This is an optimization exercise on Yosys and OpenROAD, whose aim is small area, not a production implementation.
At most, simulation tests tie the RTL to the original design; equivalence was not proved.

==> run Z: inputs <==
Design arm, start of the top module:
module arm
    #(parameter DATA_WIDTH = 32, parameter DATA_CAPACITY = 16)
    (
    input  logic clk,
    input  logic reset,
    input  logic [31:0] i_Instruction,
    output logic [31:0] o_PC,
    output logic [31:0] o_Output,
    output logic [31:0] o_R0,
    output logic [31:0] o_R1,
    output logic [31:0] o_R2,
    output logic [31:0] o_R3,
    output logic [31:0] o_R4,
    output logic [31:0] o_R5,
    output logic [31:0] o_R6,
    output logic [31:0] o_R7,
    output logic [31:0] o_R8,
    output logic [31:0] o_R9,
    output logic [31:0] o_R10,
    output logic [31:0] o_R11,
    output logic [31:0] o_R12,
    output logic [31:0] o_R13,
    output logic [31:0] o_R14,
    output logic [31:0] o_R15,
    output logic [31:0] o_D0,
    output logic [31:0] o_D1,
    output logic [31:0] o_D2,
    output logic [31:0] o_D3,
    output logic [31:0] o_D4,
    output logic [31:0] o_D5,
    output logic [31:0] o_D6,
    output logic [31:0] o_D7,
    output logic [31:0] o_D8,
    output logic [31:0] o_D9,
    output logic [31:0] o_D10,
    output logic [31:0] o_D11,
    output logic [31:0] o_D12,
    output logic [31:0] o_D13,
    output logic [31:0] o_D14,
    output logic [31:0] o_D15
    );
    logic [31:0] pc;
    logic [31:0] rq [0:14];
    logic [31:0] dq [0:15];
    logic fN, fZ, fC, fV;
    logic [3:0] cond, opcode, rn, rd, rm;
    logic [1:0] op;
    logic       I, S;
    assign cond   = i_Instruction[31:28];
    assign op     = i_Instruction[27:26];
    assign I      = i_Instruction[25];
    assign opcode = i_Instruction[24:21];
    assign S      = i_Instruction[20];
    assign rn     = i_Instruction[19:16];
    assign rd     = i_Instruction[15:12];
    assign rm     = i_Instruction[3:0];
    logic [29:0] ic;          
    logic [31:0] pc8;
    assign ic[0] = 1'b1;
    assign pc8[2:0] = pc[2:0];
    genvar gi;
    generate
        for (gi = 3; gi < 32; gi = gi + 1) begin : g_inc
            arm_ha u_i (.A(pc[gi]), .B(ic[gi-3]), .SUM(pc8[gi]), .COUT(ic[gi-2]));
        end
    endgenerate
    logic ok;
    always_comb begin
        case (cond)
            4'h0: ok = fZ;
            4'h1: ok = ~fZ;
            4'h2: ok = fC;
            4'h3: ok = ~fC;
            4'h4: ok = fN;
  ...
clock: 20.0 ns
lec_check: 0
cap_margin: 20
core_area: 25 25 365 365
die_area: 0 0 390 390
slew_margin: 20
synth_hierarchical: 1
standard.sh (not shown) runs the stock make flow with config.mk's settings and CLKGATE_MAP_FILE= SYNTH_SCRIPT=/design/flow/synth_recipe.tcl, a recipe that flattens the netlist after the stock synthesis.
==> flow/flow/run.sh <==
#!/bin/bash
# Layout flow: the standard ORFS flow (standard.sh) with these changes:
#  - synthesis runs my_synth.tcl, which is synth_recipe.tcl with ABC mapping
#    the logic by abc_map.script (area-oriented) instead of the speed script;
#    the flip-flops are mapped exactly as in the standard synthesis;
#  - the port buffers use the smallest buffer cell instead of the resizer's
#    default choice (every port still gets its own buffer);
#  - clock tree synthesis uses small clock buffers with bounded sink clusters
#    and inserts no dummy load cells;
#  - the resizer may not use the buffers larger than buf_2 (the platform's
#    own don't-use cells stay don't-use).
# make's output goes to standard_flow.log; each ORFS step logs under orfs/logs.
set -euo pipefail
export MY_ABC_SCRIPT="$PWD/flow/abc_map.script"
bash standard.sh \
  "SYNTH_SCRIPT=$PWD/flow/my_synth.tcl" \
  "BUFFER_PORTS_ARGS=-buffer_cell sky130_fd_sc_hd__buf_1" \
  "CTS_ARGS=-sink_clustering_enable -repair_clock_nets -buf_list sky130_fd_sc_hd__clkbuf_4 -sink_clustering_size 8 -sink_clustering_max_diameter 40 -dont_use_dummy_load" \
  "DONT_USE_CELLS=sky130_fd_sc_hd__probe_p_8 sky130_fd_sc_hd__probec_p_8 sky130_fd_sc_hd__lpflow_bleeder_1 sky130_fd_sc_hd__lpflow_clkbufkapwr_1 sky130_fd_sc_hd__lpflow_clkbufkapwr_16 sky130_fd_sc_hd__lpflow_clkbufkapwr_2 sky130_fd_sc_hd__lpflow_clkbufkapwr_4 sky130_fd_sc_hd__lpflow_clkbufkapwr_8 sky130_fd_sc_hd__lpflow_clkinvkapwr_1 sky130_fd_sc_hd__lpflow_clkinvkapwr_16 sky130_fd_sc_hd__lpflow_clkinvkapwr_2 sky130_fd_sc_hd__lpflow_clkinvkapwr_4 sky130_fd_sc_hd__lpflow_clkinvkapwr_8 sky130_fd_sc_hd__lpflow_decapkapwr_12 sky130_fd_sc_hd__lpflow_decapkapwr_3 sky130_fd_sc_hd__lpflow_decapkapwr_4 sky130_fd_sc_hd__lpflow_decapkapwr_6 sky130_fd_sc_hd__lpflow_decapkapwr_8 sky130_fd_sc_hd__lpflow_inputiso0n_1 sky130_fd_sc_hd__lpflow_inputiso0p_1 sky130_fd_sc_hd__lpflow_inputiso1n_1 sky130_fd_sc_hd__lpflow_inputiso1p_1 sky130_fd_sc_hd__lpflow_inputisolatch_1 sky130_fd_sc_hd__lpflow_isobufsrc_1 sky130_fd_sc_hd__lpflow_isobufsrc_16 sky130_fd_sc_hd__lpflow_isobufsrc_2 sky130_fd_sc_hd__lpflow_isobufsrc_4 sky130_fd_sc_hd__lpflow_isobufsrc_8 sky130_fd_sc_hd__lpflow_isobufsrckapwr_16 sky130_fd_sc_hd__lpflow_lsbuf_lh_hl_isowell_tap_1 sky130_fd_sc_hd__lpflow_lsbuf_lh_hl_isowell_tap_2 sky130_fd_sc_hd__lpflow_lsbuf_lh_hl_isowell_tap_4 sky130_fd_sc_hd__lpflow_lsbuf_lh_isowell_4 sky130_fd_sc_hd__lpflow_lsbuf_lh_isowell_tap_1 sky130_fd_sc_hd__lpflow_lsbuf_lh_isowell_tap_2 sky130_fd_sc_hd__lpflow_lsbuf_lh_isowell_tap_4 sky130_fd_sc_hd__buf_4 sky130_fd_sc_hd__buf_6 sky130_fd_sc_hd__buf_8 sky130_fd_sc_hd__buf_12 sky130_fd_sc_hd__buf_16" \
  finish > standard_flow.log 2>&1
Other scripts of this flow, unchanged in this note and not shown: flow/flow/abc_map.script, flow/flow/my_synth.tcl
==> inputs of run E, as changes to run Z <==
--- a/flow/design.v
+++ b/flow/design.v
@@ -51,22 +51,17 @@
     assign I      = i_Instruction[25];
     assign opcode = i_Instruction[24:21];
     assign S      = i_Instruction[20];
     assign rn     = i_Instruction[19:16];
     assign rd     = i_Instruction[15:12];
     assign rm     = i_Instruction[3:0];
-    logic [29:0] ic;          
-    logic [31:0] pc8;
-    assign ic[0] = 1'b1;
-    assign pc8[2:0] = pc[2:0];
-    genvar gi;
-    generate
-        for (gi = 3; gi < 32; gi = gi + 1) begin : g_inc
-            arm_ha u_i (.A(pc[gi]), .B(ic[gi-3]), .SUM(pc8[gi]), .COUT(ic[gi-2]));
-        end
-    endgenerate
+    logic [28:0] q1;
+    logic [31:0] pc4, pc8;
+    assign q1  = pc[31:3] + 29'd1;
+    assign pc8 = {q1, pc[2:0]};
+    assign pc4 = pc[2] ? {q1, 1'b0, pc[1:0]} : {pc[31:3], 1'b1, pc[1:0]};
     logic ok;
     always_comb begin
         case (cond)
             4'h0: ok = fZ;
             4'h1: ok = ~fZ;
             4'h2: ok = fC;
@@ -189,27 +184,16 @@
                     .C1(sm[3*g+2]), .C2(dq[3*g+2][b]),
                     .Y(ym[g]));
             end
             assign o_Output[b] = ~(&ym) | (sm[15] & dq[15][b]) | (~ldok & res[b]);
         end
     endgenerate
-    logic s_o, s_8, s_p;
-    logic [31:0] pc_d;
-    assign s_o = ~reset & pc_src;
-    assign s_8 = ~reset & ~pc_src & pc[2];
-    assign s_p = ~reset & ~pc_src & ~pc[2];
-    assign pc_d[1:0] = reset ? 2'b0 : pc_src ? o_Output[1:0] : pc[1:0];
-    assign pc_d[2]   = ~reset & (pc_src ? o_Output[2] : ~pc[2]);
-    generate
-        for (gi = 3; gi < 32; gi = gi + 1) begin : g_npc
-            logic n;
-            arm_aoi222 u_n (.A1(s_o), .A2(o_Output[gi]), .B1(s_8), .B2(pc8[gi]), .C1(s_p), .C2(pc[gi]), .Y(n));
-            assign pc_d[gi] = ~n;
-        end
-    endgenerate
-    always_ff @(posedge clk) pc <= pc_d;
+    always_ff @(posedge clk) begin
+        if (reset) pc <= 32'b0;
+        else       pc <= pc_src ? o_Output : pc4;
+    end
     always_ff @(posedge clk) begin
         if (reset) {fN, fZ, fC, fV} <= 4'b0;
         else if (ok & S) {fN, fZ, fC, fV} <= {nN, nZ, nC, nV};
     end
     logic [14:0] rwe, rwen;
     logic [15:0] mwe, mwen;
==> flow/flow/run.sh (replaced) <==
#!/bin/bash
# Layout flow: the standard ORFS flow (standard.sh) with these changes:
#  - synthesis runs my_synth.tcl, which is synth_recipe.tcl with ABC mapping
#    the logic by abc_map.script (area-oriented) instead of the speed script;
#    the flip-flops are mapped exactly as in the standard synthesis;
#  - the port buffers use the smallest buffer cell instead of the resizer's
#    default choice (every port still gets its own buffer);
#  - clock tree synthesis uses small clock buffers with bounded sink clusters
#    and inserts no dummy load cells.
# make's output goes to standard_flow.log; each ORFS step logs under orfs/logs.
set -euo pipefail
export MY_ABC_SCRIPT="$PWD/flow/abc_map.script"
bash standard.sh \
  "SYNTH_SCRIPT=$PWD/flow/my_synth.tcl" \
  "BUFFER_PORTS_ARGS=-buffer_cell sky130_fd_sc_hd__buf_1" \
  "CTS_ARGS=-sink_clustering_enable -repair_clock_nets -buf_list sky130_fd_sc_hd__clkbuf_4 -sink_clustering_size 9 -sink_clustering_max_diameter 45 -dont_use_dummy_load" \
  finish > standard_flow.log 2>&1
==> notes <==
Run E ran to the end with no violations. Run Z ended with an error in 1_2_yosys.
No functional check of the RTL was part of run E.

==> afterwards: timing with drivers on the ports <==
The flow's constraints put no driver on any port. The routed layout listed below was extracted and timed again, unchanged, in two steps. Step 1: set_driving_cell puts a clkbuf_16 on clk and a buf_2 on each other input, an assumption about the parent block. Step 2 also shifts input and output timing later by t, the mid clock arrival at the registers, as if the neighbouring blocks saw the same clock. Three values: ideal ports, drivers, drivers and shift; two values: the first two.
run: run E
t, ns: 1.153
slack for setup (ns): 1.226 / 1.078 / 1.078
worst register clock-pin slew, ns: 0.12 / 0.12
After both steps run E still meets setup and hold. The setup slack of run E moves by -0.148 ns with the drivers and by -0.148 ns with both steps.
